This design comes from an exercise in tuning for small area and a short achievable clock period on the open sky130 flow, not from production work.
RTL that was checked went through simulation tests only; none was proved equivalent to the original.

==> garnet: inputs <==
Design matrix_accelerator, start of the top module:
module matrix_accelerator(
    input  wire        clk,
    input  wire        rst,
    input  wire        load_weight,
    input  wire [31:0] activation_in,
    output wire [95:0] result_out
);
==> flow/config.mk <==
export PLATFORM = sky130hd
export DESIGN_NAME = matrix_accelerator
export DESIGN_NICKNAME = matrix_accelerator
export VERILOG_FILES = /design/flow/design.v
export SDC_FILE = /design/flow/constraint.sdc
export NUM_CORES = 4
export LEC_CHECK = 0
export CAP_MARGIN = 20
export CORE_MARGIN = 2
export CORE_UTILIZATION = 40
export SETUP_SLACK_MARGIN = 3.0
export SLEW_MARGIN = 20
export SYNTH_HIERARCHICAL = 1
export SYNTH_MINIMUM_KEEP_SIZE = 0
==> flow/constraint.sdc <==
create_clock -name core_clock -period 8.0 [get_ports {clk}]
set_input_delay 1.6000 -clock core_clock [delete_from_list [all_inputs] [get_ports {clk}]]
set_output_delay 1.6000 -clock core_clock [all_outputs]
set_load 0.01 [all_outputs]
run.sh (not shown) runs the stock make flow with config.mk's settings and CLKGATE_MAP_FILE= SYNTH_SCRIPT=/design/flow/synth_recipe.tcl, a recipe that flattens the netlist after the stock synthesis.
==> inputs of zinc, as changes to garnet <==
--- a/flow/design.v
+++ b/flow/design.v
@@ -13,21 +13,24 @@
     input  wire [(WI>0?WI:1)-1:0] in_w,
     output wire [7:0]           out_s,
     output reg  [WO-1:0]        out_e
 );
     reg  [7:0]    weight_reg;
-    wire [WO-1:0] d;         
+    wire [WO-1:0] sum;
+    wire [WO-1:0] w_ext;
     generate
         if (WI == 0) begin : C0
-            mac_0_16 mac (.a(in_m), .b(weight_reg), .hold(hold), .rst(rst), .d(d));
+            assign w_ext = {WO{1'b0}};
+            mac_0_16 mac (.a(in_m), .b(weight_reg), .y(sum));
         end else begin : CJ
+            assign w_ext = {{(WO-WI){in_w[WI-1]}}, in_w};
             if (WI == 16)
-                mac_16_17 mac (.a(in_m), .b(weight_reg), .e(in_w), .hold(hold), .rst(rst), .d(d));
+                mac_16_17 mac (.a(in_m), .b(weight_reg), .e(in_w), .y(sum));
             else if (WO == 17)
-                mac_17_17 mac (.a(in_m), .b(weight_reg), .e(in_w), .hold(hold), .rst(rst), .d(d));
+                mac_17_17 mac (.a(in_m), .b(weight_reg), .e(in_w), .y(sum));
             else
-                mac_17_18 mac (.a(in_m), .b(weight_reg), .e(in_w), .hold(hold), .rst(rst), .d(d));
+                mac_17_18 mac (.a(in_m), .b(weight_reg), .e(in_w), .y(sum));
         end
     endgenerate
     generate
         if (SOUTH) begin : S
             reg [7:0] q;
@@ -40,18 +43,18 @@
         end
     endgenerate
     always @(posedge clk)
         if (load_weight) weight_reg <= in_n;
     always @(posedge clk)
-        out_e <= d;
+        if (rst)       out_e <= {WO{1'b0}};
+        else if (hold) out_e <= w_ext;
+        else           out_e <= sum;
 endmodule
 module mac_0_16 (
     input  wire [7:0] a,
     input  wire [7:0] b,
-    input  wire hold,
-    input  wire rst,
-    output wire [15:0] d
+    output wire [15:0] y
 );
     wire t0 = a[0] & b[0];
     wire t1 = a[0] & b[1];
     wire t2 = a[0] & b[2];
     wire t3 = a[0] & b[3];
@@ -199,21 +202,17 @@
     csa_fa ut144 (.a(t103), .b(t122), .c(t121), .s(t144), .co(t145));
     wire t146, t147;
     csa_fa ut146 (.a(t55), .b(t62), .c(t123), .s(t146), .co(t147));
     wire [15:0] ra = {1'b1, t63, t146, t144, t142, t140, t138, t136, t134, t132, t130, t128, t126, t16, t1, t0};
     wire [15:0] rb = {1'b0, t147, t145, t143, t141, t139, t137, t135, t133, t131, t129, t127, t125, t124, t8, 1'b0};
-    wire [15:0] y = ra + rb;
-    wire [15:0] e_ext = 16'd0;
-    assign d = rst ? 16'd0 : hold ? e_ext : y;
+    assign y = ra + rb;
 endmodule
 module mac_16_17 (
     input  wire [7:0] a,
     input  wire [7:0] b,
     input  wire [15:0] e,
-    input  wire hold,
-    input  wire rst,
-    output wire [16:0] d
+    output wire [16:0] y
 );
     wire t0 = a[0] & b[0];
     wire t1 = a[0] & b[1];
     wire t2 = a[0] & b[2];
     wire t3 = a[0] & b[3];
@@ -390,21 +389,17 @@
     csa_fa ut173 (.a(t124), .b(t147), .c(t146), .s(t173), .co(t174));
     wire t175, t176;
     csa_fa ut175 (.a(t63), .b(e[14]), .c(t148), .s(t175), .co(t176));
     wire [16:0] ra = {1'b1, t64, t175, t173, t171, t169, t167, t165, t163, t161, t159, t157, t155, t153, t151, e[1], t0};
     wire [16:0] rb = {1'b0, t176, t174, t172, t170, t168, t166, t164, t162, t160, t158, t156, t154, t152, t150, t149, e[0]};
-    wire [16:0] y = ra + rb;
-    wire [16:0] e_ext = {{1{e[15]}}, e};
-    assign d = rst ? 17'd0 : hold ? e_ext : y;
+    assign y = ra + rb;
 endmodule
 module mac_17_17 (
     input  wire [7:0] a,
     input  wire [7:0] b,
     input  wire [16:0] e,
-    input  wire hold,
-    input  wire rst,
-    output wire [16:0] d
+    output wire [16:0] y
 );
     wire t0 = a[0] & b[0];
     wire t1 = a[0] & b[1];
     wire t2 = a[0] & b[2];
     wire t3 = a[0] & b[3];
@@ -582,21 +577,17 @@
     wire t175, t176;
     csa_fa ut175 (.a(t63), .b(e[14]), .c(t148), .s(t175), .co(t176));
     wire t177 = ~e[15];
     wire [16:0] ra = {t64, t177, t175, t173, t171, t169, t167, t165, t163, t161, t159, t157, t155, t153, t151, e[1], t0};
     wire [16:0] rb = {e[15], t176, t174, t172, t170, t168, t166, t164, t162, t160, t158, t156, t154, t152, t150, t149, e[0]};
-    wire [16:0] y = ra + rb;
-    wire [16:0] e_ext = {{0{e[16]}}, e};
-    assign d = rst ? 17'd0 : hold ? e_ext : y;
+    assign y = ra + rb;
 endmodule
 module mac_17_18 (
     input  wire [7:0] a,
     input  wire [7:0] b,
     input  wire [16:0] e,
-    input  wire hold,
-    input  wire rst,
-    output wire [17:0] d
+    output wire [17:0] y
 );
     wire t0 = a[0] & b[0];
     wire t1 = a[0] & b[1];
     wire t2 = a[0] & b[2];
     wire t3 = a[0] & b[3];
@@ -774,13 +765,11 @@
     wire t175, t176;
     csa_fa ut175 (.a(t63), .b(e[14]), .c(t148), .s(t175), .co(t176));
     wire t177 = ~e[15];
     wire [17:0] ra = {1'b1, t64, t177, t175, t173, t171, t169, t167, t165, t163, t161, t159, t157, t155, t153, t151, e[1], t0};
     wire [17:0] rb = {1'b0, e[15], t176, t174, t172, t170, t168, t166, t164, t162, t160, t158, t156, t154, t152, t150, t149, e[0]};
-    wire [17:0] y = ra + rb;
-    wire [17:0] e_ext = {{1{e[16]}}, e};
-    assign d = rst ? 18'd0 : hold ? e_ext : y;
+    assign y = ra + rb;
 endmodule
 module csa_fa (input wire a, input wire b, input wire c, output wire s, output wire co);
     assign s  = a ^ b ^ c;
     assign co = (a & b) | (a & c) | (b & c);
 endmodule
Settings changed: CORE_UTILIZATION 40 to 55.
==> summary of the runs <==
In zinc the clock skew is higher than in garnet, by 1.4 ps. Between garnet and zinc, the lower sequential share of layout area is in garnet (gap 0.16 points). Of zinc and garnet, zinc has the higher clock-buffer cell count (gap 6). Against garnet, the non-clock buffer count of zinc is higher by 1.
Function was not checked in any run of this note: the RTL went through the layout flow alone.

* * *

==> inputs of run P <==
matrix_accelerator, a different RTL version from the one above (not shown whole).
## matrix_accelerator
module matrix_accelerator(
    input  wire        clk,
    input  wire        rst,
    input  wire        load_weight,
    input  wire [31:0] activation_in,
    output wire [95:0] result_out
);
==> flow/config.mk <==
export PLATFORM = sky130hd
export DESIGN_NAME = matrix_accelerator
export DESIGN_NICKNAME = matrix_accelerator
export VERILOG_FILES = /design/flow/design.v
export SDC_FILE = /design/flow/constraint.sdc
export NUM_CORES = 4
export LEC_CHECK = 0
export CAP_MARGIN = 20
export CORE_MARGIN = 2
export CORE_UTILIZATION = 40
export CTS_CLUSTER_DIAMETER = 120
export CTS_CLUSTER_SIZE = 22
export SETUP_SLACK_MARGIN = 3.5
export SLEW_MARGIN = 20
export SYNTH_HIERARCHICAL = 1
export SYNTH_MINIMUM_KEEP_SIZE = 0
export TNS_END_PERCENT = 50
==> flow/constraint.sdc <==
create_clock -name core_clock -period 8.0 [get_ports {clk}]
set_input_delay 1.6000 -clock core_clock [delete_from_list [all_inputs] [get_ports {clk}]]
set_output_delay 1.6000 -clock core_clock [all_outputs]
set_load 0.01 [all_outputs]
standard.sh (not shown) runs the stock make flow with config.mk's settings and CLKGATE_MAP_FILE= SYNTH_SCRIPT=/design/flow/synth_recipe.tcl, a recipe that flattens the netlist after the stock synthesis.
==> flow/flow/run.sh <==
#!/bin/bash
# The standard layout (standard.sh), with plain buffers on the ports in place
# of the delay cells that buffer_ports picks by default. Every port still gets
# its own buffer. make's full output goes to standard.log in this folder.
set -euo pipefail
export BUFFER_PORTS_ARGS="-buffer_cell sky130_fd_sc_hd__buf_2"
bash standard.sh > standard.log 2>&1
==> inputs of run F, as changes to run P <==
- TNS_END_PERCENT: 50 -> 20
==> inputs of run G, as changes to run P <==
- PLACE_DENSITY: default -> 0.7
- TNS_END_PERCENT: 50 -> default
==> comparison <==
Run F ran to the end with no violations. Run P ran to the end with no violations. Run G passed the timing, design-rule and antenna checks.
Against run P, the clock-buffer cell count of run F is lower by 1.
The lowest clock skew belongs to run G, the highest to run F.
Between run G and run F, the lower register-to-register slack is in run F (gap 0.03 ns).
Between run F and run P, the lower hold slack is in run P (gap 0.017 ns).
Flip-flop and latch count is the same in run F and run P.
Final cell count is about the same in run F and run G.
Design area is about the same in run G and run F.

* * *

==> v31 <==
RTL: one of the versions met above, not the one the previous note started from.
Settings: LEC_CHECK=0, CAP_MARGIN=20, CORE_MARGIN=2, CORE_UTILIZATION=40, SETUP_SLACK_MARGIN=3.5, SLEW_MARGIN=20, SYNTH_HIERARCHICAL=1, SYNTH_MINIMUM_KEEP_SIZE=0; clock period 8.0 ns.
run.sh (not shown) runs the stock make flow with config.mk's settings and CLKGATE_MAP_FILE= SYNTH_SCRIPT=/design/flow/synth_recipe.tcl, a recipe that flattens the netlist after the stock synthesis.
Stock flow here: none of the scripts above is used.
==> v4: changes against v31 <==
--- a/flow/design.v
+++ b/flow/design.v
@@ -11,25 +11,28 @@
     input  wire [7:0]           in_n,
     input  wire [7:0]           in_m,        
     input  wire [(WI>0?WI:1)-1:0] in_w,
     output wire [7:0]           out_s,
     output reg  [WO-1:0]        out_e
 );
     reg  [7:0]    weight_reg;
-    wire [WO-1:0] d;         
+    wire [WO-1:0] sum;
+    wire [WO-1:0] w_ext;
     generate
         if (WI == 0) begin : C0
-            mac_0_16 mac (.a(in_m), .b(weight_reg), .hold(hold), .rst(rst), .d(d));
+            assign w_ext = {WO{1'b0}};
+            mac_0_16 mac (.a(in_m), .b(weight_reg), .y(sum));
         end else begin : CJ
+            assign w_ext = {{(WO-WI){in_w[WI-1]}}, in_w};
             if (WI == 16)
-                mac_16_17 mac (.a(in_m), .b(weight_reg), .e(in_w), .hold(hold), .rst(rst), .d(d));
+                mac_16_17 mac (.a(in_m), .b(weight_reg), .e(in_w), .y(sum));
             else if (WO == 17)
-                mac_17_17 mac (.a(in_m), .b(weight_reg), .e(in_w), .hold(hold), .rst(rst), .d(d));
+                mac_17_17 mac (.a(in_m), .b(weight_reg), .e(in_w), .y(sum));
             else
-                mac_17_18 mac (.a(in_m), .b(weight_reg), .e(in_w), .hold(hold), .rst(rst), .d(d));
+                mac_17_18 mac (.a(in_m), .b(weight_reg), .e(in_w), .y(sum));
         end
     endgenerate
     generate
         if (SOUTH) begin : S
             reg [7:0] q;
             always @(posedge clk or posedge rst)
                 if (rst) q <= 8'd0;
@@ -38,22 +41,22 @@
         end else begin : NS
             assign out_s = 8'd0;
         end
     endgenerate
     always @(posedge clk)
         if (load_weight) weight_reg <= in_n;
     always @(posedge clk)
-        out_e <= d;
+        if (rst)       out_e <= {WO{1'b0}};
+        else if (hold) out_e <= w_ext;
+        else           out_e <= sum;
 endmodule
 module mac_0_16 (
     input  wire [7:0] a,
     input  wire [7:0] b,
-    input  wire hold,
-    input  wire rst,
-    output wire [15:0] d
+    output wire [15:0] y
 );
     wire t0 = a[0] & b[0];
     wire t1 = a[0] & b[1];
     wire t2 = a[0] & b[2];
     wire t3 = a[0] & b[3];
     wire t4 = a[0] & b[4];
     wire t5 = a[0] & b[5];
@@ -197,25 +200,21 @@
     csa_fa ut142 (.a(t101), .b(t120), .c(t119), .s(t142), .co(t143));
     wire t144, t145;
     csa_fa ut144 (.a(t103), .b(t122), .c(t121), .s(t144), .co(t145));
     wire t146, t147;
     csa_fa ut146 (.a(t55), .b(t62), .c(t123), .s(t146), .co(t147));
     wire [15:0] ra = {1'b1, t63, t146, t144, t142, t140, t138, t136, t134, t132, t130, t128, t126, t16, t1, t0};
     wire [15:0] rb = {1'b0, t147, t145, t143, t141, t139, t137, t135, t133, t131, t129, t127, t125, t124, t8, 1'b0};
-    wire [15:0] y = ra + rb;
-    wire [15:0] e_ext = 16'd0;
-    assign d = rst ? 16'd0 : hold ? e_ext : y;
+    assign y = ra + rb;
 endmodule
 module mac_16_17 (
     input  wire [7:0] a,
     input  wire [7:0] b,
     input  wire [15:0] e,
-    input  wire hold,
-    input  wire rst,
-    output wire [16:0] d
+    output wire [16:0] y
 );
     wire t0 = a[0] & b[0];
     wire t1 = a[0] & b[1];
     wire t2 = a[0] & b[2];
     wire t3 = a[0] & b[3];
     wire t4 = a[0] & b[4];
     wire t5 = a[0] & b[5];
@@ -388,25 +387,21 @@
     csa_fa ut171 (.a(t122), .b(t145), .c(t144), .s(t171), .co(t172));
     wire t173, t174;
     csa_fa ut173 (.a(t124), .b(t147), .c(t146), .s(t173), .co(t174));
     wire t175, t176;
     csa_fa ut175 (.a(t63), .b(e[14]), .c(t148), .s(t175), .co(t176));
     wire [16:0] ra = {1'b1, t64, t175, t173, t171, t169, t167, t165, t163, t161, t159, t157, t155, t153, t151, e[1], t0};
     wire [16:0] rb = {1'b0, t176, t174, t172, t170, t168, t166, t164, t162, t160, t158, t156, t154, t152, t150, t149, e[0]};
-    wire [16:0] y = ra + rb;
-    wire [16:0] e_ext = {{1{e[15]}}, e};
-    assign d = rst ? 17'd0 : hold ? e_ext : y;
+    assign y = ra + rb;
 endmodule
 module mac_17_17 (
     input  wire [7:0] a,
     input  wire [7:0] b,
     input  wire [16:0] e,
-    input  wire hold,
-    input  wire rst,
-    output wire [16:0] d
+    output wire [16:0] y
 );
     wire t0 = a[0] & b[0];
     wire t1 = a[0] & b[1];
     wire t2 = a[0] & b[2];
     wire t3 = a[0] & b[3];
     wire t4 = a[0] & b[4];
     wire t5 = a[0] & b[5];
@@ -580,25 +575,21 @@
     wire t173, t174;
     csa_fa ut173 (.a(t124), .b(t147), .c(t146), .s(t173), .co(t174));
     wire t175, t176;
     csa_fa ut175 (.a(t63), .b(e[14]), .c(t148), .s(t175), .co(t176));
     wire t177 = ~e[15];
     wire [16:0] ra = {t64, t177, t175, t173, t171, t169, t167, t165, t163, t161, t159, t157, t155, t153, t151, e[1], t0};
     wire [16:0] rb = {e[15], t176, t174, t172, t170, t168, t166, t164, t162, t160, t158, t156, t154, t152, t150, t149, e[0]};
-    wire [16:0] y = ra + rb;
-    wire [16:0] e_ext = {{0{e[16]}}, e};
-    assign d = rst ? 17'd0 : hold ? e_ext : y;
+    assign y = ra + rb;
 endmodule
 module mac_17_18 (
     input  wire [7:0] a,
     input  wire [7:0] b,
     input  wire [16:0] e,
-    input  wire hold,
-    input  wire rst,
-    output wire [17:0] d
+    output wire [17:0] y
 );
     wire t0 = a[0] & b[0];
     wire t1 = a[0] & b[1];
     wire t2 = a[0] & b[2];
     wire t3 = a[0] & b[3];
     wire t4 = a[0] & b[4];
     wire t5 = a[0] & b[5];
@@ -772,17 +763,15 @@
     wire t173, t174;
     csa_fa ut173 (.a(t124), .b(t147), .c(t146), .s(t173), .co(t174));
     wire t175, t176;
     csa_fa ut175 (.a(t63), .b(e[14]), .c(t148), .s(t175), .co(t176));
     wire t177 = ~e[15];
     wire [17:0] ra = {1'b1, t64, t177, t175, t173, t171, t169, t167, t165, t163, t161, t159, t157, t155, t153, t151, e[1], t0};
     wire [17:0] rb = {1'b0, e[15], t176, t174, t172, t170, t168, t166, t164, t162, t160, t158, t156, t154, t152, t150, t149, e[0]};
-    wire [17:0] y = ra + rb;
-    wire [17:0] e_ext = {{1{e[16]}}, e};
-    assign d = rst ? 18'd0 : hold ? e_ext : y;
+    assign y = ra + rb;
 endmodule
 module csa_fa (input wire a, input wire b, input wire c, output wire s, output wire co);
     assign s  = a ^ b ^ c;
     assign co = (a & b) | (a & c) | (b & c);
 endmodule
 module csa_ha (input wire a, input wire b, output wire s, output wire co);
     assign s  = a ^ b;
- SETUP_SLACK_MARGIN: 3.5 -> 4.5
==> qor summary <==
Result of the run: v31 finished clean; v4 finished clean
Filler cell count: v31 11.8k; v4 11.2k
Global-route met2 utilization: v31 0.315; v4 0.316
Slew margin rel.: v31 0.343; v4 0.386
Pre-CTS WS: v31 2260 ps; v4 2080 ps
Synthesized instance count: v31 4828; v4 4744
Instance area at placement: v31 54200 um2; v4 57100 um2
Multi-input gates: v31 3986; v4 3934
Multi-input gate area in the final layout: v31 38100 um2; v4 42700 um2
Largest net degree at the start of global routing: v31 130; v4 163
Post-CTS Resized: v31 92; v4 534
Worst reg2reg startpoint: v31 array_core.ROW[0].c2.weight_reg[4]; v4 array_core.ROW[0].c2.weight_reg[6]
Critical path buffer and inverter count: v31 0; v4 1
Worst setup slack for register-to-register paths: v31 3500 ps; v4 3690 ps
Gp weighted congestion: v31 0.870; v4 0.846
No functional check of the RTL was part of any run of this note.

port drivers added, routing unchanged:
In the flow no input, the clock included, has a driving cell. The finished layouts below were timed again as built, in two steps. Step 1 assumes that a clkbuf_16 drives the clock port and a buf_2 every other input. Step 2 times the ports against the registers' clock, not the clock port: input delays grow and output delays shrink by t, the midpoint of the rising clock arrivals with the driver on. Three values: ideal, step 1, step 2; two values: the first two.
| run | shift t [ns] | setup WS [ns] | hold WS [ns] | worst data-port slew with drivers (ns) |
|---|---|---|---|---|
| garnet | 0.746 | 3.222 / 3.271 / 2.534 | 0.333 / 0.333 / 0.333 | 0.07 |
| zinc | 0.675 | 3.253 / 3.287 / 2.612 | 0.339 / 0.339 / 0.339 | 0.07 |
| run P | 0.714 | 3.598 / 3.598 / 3.011 | 0.337 / 0.337 / 0.337 | 0.07 |
| run F | 0.735 | 3.596 / 3.596 / 2.987 | 0.353 / 0.353 / 0.353 | 0.08 |
| run G | 0.709 | 3.629 / 3.629 / 2.968 | 0.353 / 0.353 / 0.353 | 0.09 |
| v31 | 0.716 | 3.503 / 3.503 / 2.865 | 0.345 / 0.345 / 0.345 | 0.07 |
| v4 | 0.717 | 3.506 / 3.529 / 2.812 | 0.346 / 0.346 / 0.346 | 0.06 |
After both steps every run listed still meets setup and hold. For v4, which loses most, drivers alone change the setup slack by +0.023 ns; drivers and shift together by -0.694 ns.
